What follows belongs to an exercise in optimizing a design on an open flow for small area and a short achievable clock period; a production flow would make more cautious choices.
Where RTL was checked, it was by simulation tests only, not by an equivalence proof against the original.
Power and IR drop assume default switching activity.

Setup of v6:
==> flow/design.v (excerpt) <==
module ALU_TOP #(parameter Width = 16)
(
  input  [Width-1:0] A,
  input  [Width-1:0] B,
  input  [3:0]       ALU_FUN,
  input              CLK,
  input              RST,
  output [Width-1:0] Arith_OUT,
  output             Arith_Flag,
  output             Carry_OUT,
  output [Width-1:0] Logic_Out,
  output             Logic_Flag,
  output [Width-1:0] CMP_OUT,
  output             CMP_Flag,
  output             Shift_Flag,
  output [Width-1:0] Shift_OUT
);
  wire mul1 = (ALU_FUN == 4'b0010);
  wire div1 = (ALU_FUN == 4'b0011);
  wire s1 = ~ALU_FUN[2] & (ALU_FUN[0] | ALU_FUN[3]);
  wire [15:0] bx1 = B ^ {16{s1}};
  wire [16:0] bz1;
  assign bz1[0] = 1'b1;
  assign bz1[1] = bz1[0] & ~B[15];
  assign bz1[2] = bz1[1] & ~B[14];
  assign bz1[3] = bz1[2] & ~B[13];
  assign bz1[4] = bz1[3] & ~B[12];
  assign bz1[5] = bz1[4] & ~B[11];
  assign bz1[6] = bz1[5] & ~B[10];
  assign bz1[7] = bz1[6] & ~B[9];
  assign bz1[8] = bz1[7] & ~B[8];
  ...
Size: ~110 I/O pins.
clock: 32.0 ns
lec_check: 0
abc_area: 1
cap_margin: 20
core_margin: 2
core_utilization: 40
slew_margin: 20
standard.sh (not shown) runs the stock make flow with config.mk's settings and CLKGATE_MAP_FILE= SYNTH_SCRIPT=/design/flow/synth_recipe.tcl, a recipe that flattens the netlist after the stock synthesis.
==> flow/flow/run.sh <==
#!/bin/bash
# The standard layout (standard.sh, all ORFS steps), with three changes:
# - synthesis leaves the adders to abc (ADDER_MAP_FILE empty: no full/half
#   adder cells are extracted; registers are untouched);
# - the ports are buffered with the smallest buffer (buf_1);
# - repair_timing aims for 14 ns of setup slack, which makes it size up the
#   critical paths although the 32 ns clock is met.
# All of the tools' output goes to standard.log; ORFS's own logs stay under
# orfs/logs.
export BUFFER_PORTS_ARGS="-buffer_cell sky130_fd_sc_hd__buf_1"
bash standard.sh ADDER_MAP_FILE= SETUP_SLACK_MARGIN=14 finish > standard.log 2>&1
Per the final summary, v6 finished and its layout is clean on timing, DRC and antenna.
The following lists how v7 was set up differently from v6:
# v6
export LEC_CHECK = 0
export ABC_AREA = 1
export CAP_MARGIN = 20
export CORE_MARGIN = 2
export CORE_UTILIZATION = 40
export SLEW_MARGIN = 20
create_clock -name core_clock -period 32.0 [get_ports {CLK}]
# v7
export LEC_CHECK = 0
export ABC_AREA = 1
export CAP_MARGIN = 20
export CORE_MARGIN = 2
export CORE_UTILIZATION = 40
export CTS_BUF_LIST = sky130_fd_sc_hd__clkbuf_8
export SLEW_MARGIN = 20
create_clock -name core_clock -period 32.0 [get_ports {CLK}]
==> comparison <==
- The final layout from v7, which completed every stage, passed the timing, DRC and antenna checks at the end of the flow.
- v6 vs v7, end of the critical path: Arith_OUT[0] vs Carry_OUT
- From v7 to v6, count of inserted antenna diode cells did not move at all.
- As far as number of vias per cell after detailed routing is concerned, v7 and v6 perform about the same.
- Re buffers inserted during post-CTS setup optimization: v7 is 1 down on v6.
- v6 → v7: wire length of the first global-routing pass held steady, worst slack on hold paths has decreased, setup slack of the critical path after layout moved up, non-clock buffer count now larger.
No functional check of the RTL was part of any run of this note.


ALU_TOP, a different RTL version from the one above (not shown whole).
For scale: ~1,400 cells after synthesis, roughly 48 flip-flops, about 110 I/O pins, about 9400 sq um of cells after synthesis.
## ALU_TOP
module ALU_TOP #(parameter Width = 16)
(
  input  [Width-1:0] A,
  input  [Width-1:0] B,
  input  [3:0]       ALU_FUN,
  input              CLK,
  input              RST,
  output [Width-1:0] Arith_OUT,
  output             Arith_Flag,
  output             Carry_OUT,
  output [Width-1:0] Logic_Out,
  output             Logic_Flag,
  output [Width-1:0] CMP_OUT,
  output             CMP_Flag,
  output             Shift_Flag,
  output [Width-1:0] Shift_OUT
);
clock: 32.0 ns
lec_check: 0
abc_area: 1
cap_margin: 20
core_margin: 2
core_utilization: 65
slew_margin: 20
==> flow/flow/run.sh <==
#!/bin/bash
# The standard layout, with the smallest buffer on the ports.
export BUFFER_PORTS_ARGS="-buffer_cell sky130_fd_sc_hd__buf_1"
bash standard.sh > standard.log 2>&1
The starting point passed the timing, DRC and antenna checks.
Next try:
CORE_UTILIZATION = 40   (was 65)
CTS_BUF_LIST = sky130_fd_sc_hd__clkbuf_8   (was not set)
After rerunning: Sequential share of layout area barely changes. Design area came out higher slightly. Total power goes down by a few percent. Worst setup slack improves by 0.24 ns. Die area came out higher by well over a third.
Next try:
CTS_BUF_LIST = not set   (was sky130_fd_sc_hd__clkbuf_8)
Result:
- total power is higher by 3.6%
- combinational power is about the same
- critical path depth stays the same
- setup slack is worse by 0.049 ns
- non-clock buffer count is unchanged
- die area is unchanged
- hold slack is better by 0.031 ns
Next try:
CTS_BUF_LIST = sky130_fd_sc_hd__clkbuf_4 sky130_fd_sc_hd__clkbuf_8   (was not set)
Clock-buffer cell count is unchanged.
Total power is lower by 3.2%.
Area after synthesis does not change.
Next try:
==> flow/flow/run.sh (replaced) <==
#!/bin/bash
# The standard layout, with two changes: synthesis leaves the adders to abc
# (no full/half-adder cells are extracted; registers are untouched), and the
# ports are buffered with the smallest buffer.
export BUFFER_PORTS_ARGS="-buffer_cell sky130_fd_sc_hd__buf_1"
bash standard.sh ADDER_MAP_FILE= finish > standard.log 2>&1
CTS_BUF_LIST = sky130_fd_sc_hd__clkbuf_8   (was sky130_fd_sc_hd__clkbuf_4 sky130_fd_sc_hd__clkbuf_8)
After rerunning: The changed run produced a clean layout. Worst setup slack gains 3.1 ns. Power rises by 9.2%. Die area goes up by 15%. Sequential cell count stays the same. Area after synthesis goes up by 16%. Design area climbs by 14%. Wire length rises by 26%. Non-clock buffer count came out lower by 5. Worst hold slack improved by 0.012 ns. Clock power grows by 20%.
Next try:
==> flow/run.sh (new file) <==
#!/bin/bash
# synth_recipe.tcl (not shown) runs the flow's synth.tcl, then flattens the netlist and writes it again
# the make line also repeats each setting of config.mk as NAME=value (left out here)
make -C /OpenROAD-flow-scripts/flow DESIGN_CONFIG=/design/flow/config.mk WORK_HOME=/design/flow/orfs CLKGATE_MAP_FILE= SYNTH_SCRIPT=/design/flow/synth_recipe.tcl finish
CTS_BUF_LIST = not set   (was sky130_fd_sc_hd__clkbuf_8)
removed: flow/flow/run.sh
removed: flow/standard.sh
Synthesized cell count falls by 33%.
Routed wire length falls by 21%.
Core utilization rises by 4.2 points.
Non-clock buffer count does not change.
Die area falls by 13%.


red:
Another version of the RTL of ALU_TOP (not shown whole).
For scale: roughly 47 flip-flops, roughly 110 I/O pins, ~11000 µm² of cells after synthesis.
export LEC_CHECK = 0
export ABC_AREA = 1
export CAP_MARGIN = 20
export CORE_MARGIN = 2
export CORE_UTILIZATION = 40
export CTS_BUF_LIST = sky130_fd_sc_hd__clkbuf_8
export SLEW_MARGIN = 20
create_clock -name core_clock -period 32.0 [get_ports {CLK}]
==> flow/flow/run.sh <==
#!/bin/bash
# The standard layout, with two changes: synthesis leaves the adders to abc
# (no full/half-adder cells are extracted; registers are untouched), and the
# ports are buffered with the smallest buffer.
export BUFFER_PORTS_ARGS="-buffer_cell sky130_fd_sc_hd__buf_1"
bash standard.sh ADDER_MAP_FILE= finish > standard.log 2>&1
Input changes introduced in blue (baseline for comparison: red):
# red
export LEC_CHECK = 0
export ABC_AREA = 1
export CAP_MARGIN = 20
export CORE_MARGIN = 2
export CORE_UTILIZATION = 40
export CTS_BUF_LIST = sky130_fd_sc_hd__clkbuf_8
export SLEW_MARGIN = 20
create_clock -name core_clock -period 32.0 [get_ports {CLK}]
# blue
export LEC_CHECK = 0
export ABC_AREA = 1
export CAP_MARGIN = 0
export CORE_MARGIN = 2
export CORE_UTILIZATION = 55
export CTS_BUF_LIST = sky130_fd_sc_hd__clkbuf_8
export SLEW_MARGIN = 0
create_clock -name core_clock -period 32.0 [get_ports {CLK}]
==> flow/flow/run.sh <==
#!/bin/bash
# The standard layout (standard.sh, all ORFS steps), with three changes:
# - synthesis leaves the adders to abc (ADDER_MAP_FILE empty: no full/half
#   adder cells are extracted; registers are untouched);
# - the ports are buffered with the smallest buffer (buf_1);
# - repair_timing aims for 14 ns of setup slack, which makes it size up the
#   critical paths although the 32 ns clock is met.
# All of the tools' output goes to standard.log; ORFS's own logs stay under
# orfs/logs.
export BUFFER_PORTS_ARGS="-buffer_cell sky130_fd_sc_hd__buf_1"
bash standard.sh ADDER_MAP_FILE= SETUP_SLACK_MARGIN=14 finish > standard.log 2>&1
### Flow results
Between red and blue, arrival time at the worst endpoint decreased. Changes observed in blue relative to red: sequential cell fraction of total power roughly the same; worst path setup slack after routing higher; fraction of met3 tracks used by global routing saw an increase. From red to blue the numbers moved as follows: combinational power increased about 3%; overall die area decreased 27%.
Edits applied to the flow inputs when going from blue to green:
# blue
export LEC_CHECK = 0
export ABC_AREA = 1
export CAP_MARGIN = 0
export CORE_MARGIN = 2
export CORE_UTILIZATION = 55
export CTS_BUF_LIST = sky130_fd_sc_hd__clkbuf_8
export SLEW_MARGIN = 0
create_clock -name core_clock -period 32.0 [get_ports {CLK}]
# green
export LEC_CHECK = 0
export ABC_AREA = 1
export CAP_MARGIN = 20
export CORE_MARGIN = 2
export CORE_UTILIZATION = 40
export CTS_BUF_LIST = sky130_fd_sc_hd__clkbuf_8
export SLEW_MARGIN = 20
export TNS_END_PERCENT = 0
create_clock -name core_clock -period 32.0 [get_ports {CLK}]
==> flow/flow/run.sh <==
#!/bin/bash
# The standard layout, with two changes: synthesis leaves the adders to abc
# (no full/half-adder cells are extracted; registers are untouched), and the
# ports are buffered with the smallest buffer.
export BUFFER_PORTS_ARGS="-buffer_cell sky130_fd_sc_hd__buf_1"
bash standard.sh ADDER_MAP_FILE= SETUP_SLACK_MARGIN=15 finish > standard.log 2>&1
- green: all stages done; final checks FAILED (max-capacitance violations, max-slew violations).
- green packs its core more loosely than blue.
- Comparing blue and green, the higher slew at the pin closest to its max-slew limit was measured on green.
- Per the comparison of green with blue, total wire length after detailed routing now larger, fraction of layout cells with a size suffix above 1 now larger.
Edits applied to the flow inputs when going from green to orange:
# green
export LEC_CHECK = 0
export ABC_AREA = 1
export CAP_MARGIN = 20
export CORE_MARGIN = 2
export CORE_UTILIZATION = 40
export CTS_BUF_LIST = sky130_fd_sc_hd__clkbuf_8
export SLEW_MARGIN = 20
export TNS_END_PERCENT = 0
create_clock -name core_clock -period 32.0 [get_ports {CLK}]
# orange
export LEC_CHECK = 0
export ABC_AREA = 1
export CAP_MARGIN = 20
export CORE_MARGIN = 2
export CORE_UTILIZATION = 40
export CTS_BUF_LIST = sky130_fd_sc_hd__clkbuf_8
export SLEW_MARGIN = 20
create_clock -name core_clock -period 32.0 [get_ports {CLK}]
-- flow/flow/run.sh --
<<< green, line 6
bash standard.sh ADDER_MAP_FILE= SETUP_SLACK_MARGIN=15 finish > standard.log 2>&1
>>> orange, line 6
bash standard.sh ADDER_MAP_FILE= SETUP_SLACK_MARGIN=14 finish > standard.log 2>&1
Notes after the runs:
Per the final summary, orange finished and its layout is clean on timing, DRC and antenna.
Fraction of met2 tracks used by global routing: orange vs green down 0.66 points
The final hold slack of orange was superior to that of green.
orange against green: data required time of the critical path was more or less identical; power per unit of standard cell area went up by 0.64 nW/µm²; filler cell count in the final layout went up by 5.1%; relative area change from synthesis to final layout went down by 15 points; post-CTS setup repair buffer count went down by 9.
Going from green to orange, via total after detailed routing -541; total wire length after detailed routing went down 2500 µm; number of max-slew violations in the final report went down 1; power consumption lost 10%.


Setup of run 1:
ALU_TOP again, from the RTL that the note above started with.
==> flow/config.mk <==
export PLATFORM = sky130hd
export DESIGN_NAME = ALU_TOP
export DESIGN_NICKNAME = ALU_TOP
export VERILOG_FILES = /design/flow/design.v
export SDC_FILE = /design/flow/constraint.sdc
export NUM_CORES = 4
export LEC_CHECK = 0
export ABC_AREA = 1
export CAP_MARGIN = 20
export CORE_MARGIN = 2
export CORE_UTILIZATION = 40
export CTS_BUF_LIST = sky130_fd_sc_hd__clkbuf_8
export SLEW_MARGIN = 20
==> flow/constraint.sdc <==
create_clock -name core_clock -period 32.0 [get_ports {CLK}]
set_input_delay 6.4000 -clock core_clock [delete_from_list [all_inputs] [get_ports {CLK}]]
set_output_delay 6.4000 -clock core_clock [all_outputs]
set_load 0.01 [all_outputs]
==> flow/flow/run.sh <==
#!/bin/bash
# The standard layout, with two changes: synthesis leaves the adders to abc
# (no full/half-adder cells are extracted; registers are untouched), and the
# ports are buffered with the smallest buffer.
export BUFFER_PORTS_ARGS="-buffer_cell sky130_fd_sc_hd__buf_1"
bash standard.sh ADDER_MAP_FILE= SETUP_SLACK_MARGIN=15 finish > standard.log 2>&1
Changes in run 2 relative to run 1:
==> flow/flow/run.sh <==
#!/bin/bash
# The standard layout, with two changes: synthesis leaves the adders to abc
# (no full/half-adder cells are extracted; registers are untouched), and the
# ports are buffered with the smallest buffer.
export BUFFER_PORTS_ARGS="-buffer_cell sky130_fd_sc_hd__buf_1"
bash standard.sh ADDER_MAP_FILE= SETUP_SLACK_MARGIN=16 finish > standard.log 2>&1
[summary]
- Between run 2 and run 1, it is run 2 whose routed wire length on met2 is higher, by 12%.
- On hold slack, run 2 and run 1 are basically level.
- The number of nets still failing antenna checks after routing was comparable across run 2 and run 1.
- Higher total power divided by cell area goes to run 2 over run 1.
- Summary of run 2 over run 1: cell area increased 0.0022 mm2; total detailed-routing wirelength climbed 6.4 mm.
- Taking run 1 as the reference, in run 2 worst setup slack now larger, routed wire length per instance now larger, largest vdd supply drop now larger.
- Buffering overhead ends up higher on run 2.
- The combinational power in run 2 was higher than what run 1 gave.
[inputs] run 3 vs run 2
- putting TNS_END_PERCENT at 10 where nothing was set
==> flow/flow/run.sh <==
#!/bin/bash
# The standard layout (standard.sh, all ORFS steps), with three changes:
# - synthesis leaves the adders to abc (ADDER_MAP_FILE empty: no full/half
#   adder cells are extracted; registers are untouched);
# - the ports are buffered with the smallest buffer (buf_1);
# - repair_timing aims for 14 ns of setup slack, which makes it size up the
#   critical paths although the 32 ns clock is met.
# All of the tools' output goes to standard.log; ORFS's own logs stay under
# orfs/logs.
export BUFFER_PORTS_ARGS="-buffer_cell sky130_fd_sc_hd__buf_1"
bash standard.sh ADDER_MAP_FILE= SETUP_SLACK_MARGIN=14 finish > standard.log 2>&1
Going from run 2 to run 3, leakage power total shrank by more than 10%. Global routing usage on met2 is lower on run 3. Re headroom to the max-slew limit: run 3 is 13 points down on run 2. Reported for run 3 and run 2, floorplan die area turned out identical to the last digit. Sort run 3 and run 2 by core utilization of the finished layout desc -> top: run 2. Compare run 3 and run 2 | worst stage delay on the critical path higher: run 3. Final critical path time including I/O delays and setup was lower in run 2 than in run 3. In run 3, the area fraction of clock buffers and clock inverters came out 0.21 points above the value in run 2. Comparing run 2 with run 3, the number of well-tap cells placed came out essentially unchanged. Of the two values seen for endpoint of the most critical setup path, Arith_OUT[8] was produced by run 2 and Arith_OUT[0] by run 3. Going from run 2 to run 3, the post-synthesis to final-layout area growth was found to have gone down by 40 points.
Edits applied to the flow inputs when going from run 3 to run 4:
- clearing TNS_END_PERCENT, which used to be 10
==> flow/flow/run.sh <==
#!/bin/bash
export BUFFER_PORTS_ARGS="-buffer_cell sky130_fd_sc_hd__buf_1"
cp -r "$FLOW_HOME/scripts" ./scripts_abc
printf 'strash\ndc2\ndch\nmap -B 0.9\ntopo\nstime -c\nbuffer -c\nupsize -c\ndnsize -c\n' > scripts_abc/abc_area.script
bash standard.sh SCRIPTS_DIR=$PWD/scripts_abc ADDER_MAP_FILE= SETUP_SLACK_MARGIN=13.5 finish > standard.log 2>&1
[compare] base=run 3 new=run 4: area of all placed cells without fillers rose 0.0027 mm2; multi-input gate share of total cell area fell 10 points; clock network fraction of total power fell 0.7 points; share of the core filled with cells rose 18 points; overall power consumption rose about 27%. Reported for run 3 and run 4, count of input and output buffers turned out identical to the last digit. Diff run 3 and run 4: fraction of the cycle the final worst path needs higher in run 4. Changes observed in run 4 relative to run 3: time the worst path needs with I/O delays and setup grew by 2610 ps; sequential share of cell area decreased 1.5 points; final-layout worst hold slack saw a decrease. A endpoint of the worst setup timing path of Arith_OUT[6] is what run 4 shows, while Arith_OUT[0] belongs to run 3.
Setup changes, run 4 to run 5
==> flow/flow/run.sh <==
#!/bin/bash
# The standard layout (standard.sh, all ORFS steps), with three changes:
# - synthesis leaves the adders to abc (ADDER_MAP_FILE empty: no full/half
#   adder cells are extracted; registers are untouched);
# - the ports are buffered with the smallest buffer (buf_1);
# - repair_timing aims for 14 ns of setup slack, which makes it size up the
#   critical paths although the 32 ns clock is met.
# All of the tools' output goes to standard.log; ORFS's own logs stay under
# orfs/logs.
export BUFFER_PORTS_ARGS="-buffer_cell sky130_fd_sc_hd__buf_1"
bash standard.sh ADDER_MAP_FILE= SETUP_SLACK_MARGIN=13.5 finish > standard.log 2>&1
--- outcome ---
Depth of the critical timing path with buffers and inverters included ends up lower on run 5.
Comparing the two runs side by side, run 5 comes out ahead of run 4 on final setup slack of the worst path.
Measured against run 5, the final non-filler cell area of run 4 comes out at 1.3 times the reference value.
Summary of run 5 over run 4: maximum clock frequency +about 13%; global-route track usage on met1 now sits lower; global-route usage down 3.1 points; clock-cell share of area shows no meaningful change.
Diff run 4 -> run 5: count of TritonRoute iterations in the first routing pass did not really move, non-clock buffer count went down.
| initial core utilization | run 5 vs run 4 | 0.26 points lower |

separate check: timing with driven ports:
The flow's constraints put no driver on any port. The routed layouts listed below were extracted and timed again, unchanged, in two steps.
Step 1 assumes that a clkbuf_16 drives the clock port and a buf_2 every other input.
Step 2, shift: input delay + t, output delay - t, t = (earliest + latest rising clock arrival at the registers) / 2. This alone moves slack from input paths to output paths.
Three values: ideal ports, drivers, drivers and shift; two values: the first two.
| run | t, ns | slack for setup (ns) | slew at the worst register clock pin (ns) |
|---|---|---|---|
| v6 | 0.336 | 14.673 / 14.631 / 14.966 | 0.07 / 0.07 |
| v7 | 0.342 | 14.682 / 14.646 / 14.988 | 0.09 / 0.09 |
| the first run of note 2 | 0.346 | 8.809 / 8.765 / 8.912 | 0.08 / 0.08 |
| the second run of note 2 | 0.352 | 9.047 / 9.069 / 8.717 | 0.10 / 0.10 |
| the third run of note 2 | 0.336 | 8.999 / 9.022 / 8.687 | 0.07 / 0.07 |
| the fourth run of note 2 | 0.351 | 9.039 / 9.060 / 8.709 | 0.10 / 0.10 |
| the fifth run of note 2 | 0.340 | 12.130 / 12.097 / 12.436 | 0.10 / 0.10 |
| the sixth run of note 2 | 0.334 | 8.298 / 8.311 / 7.977 | 0.07 / 0.07 |
| red | 0.348 | 13.236 / 13.202 / 13.550 | 0.10 / 0.10 |
| blue | 0.332 | 14.904 / 14.871 / 15.203 | 0.09 / 0.09 |
| green | 0.350 | 15.140 / 15.105 / 15.456 | 0.10 / 0.10 |
| orange | 0.348 | 14.775 / 14.741 / 15.088 | 0.09 / 0.09 |
| run 1 | 0.350 | 15.234 / 15.199 / 15.549 | 0.10 / 0.10 |
| run 2 | 0.353 | 15.254 / 15.218 / 15.571 | 0.09 / 0.09 |
| run 3 | 0.348 | 14.775 / 14.741 / 15.088 | 0.09 / 0.09 |
| run 4 | 0.344 | 12.165 / 12.132 / 12.476 | 0.09 / 0.09 |
| run 5 | 0.348 | 14.401 / 14.367 / 14.715 | 0.10 / 0.10 |
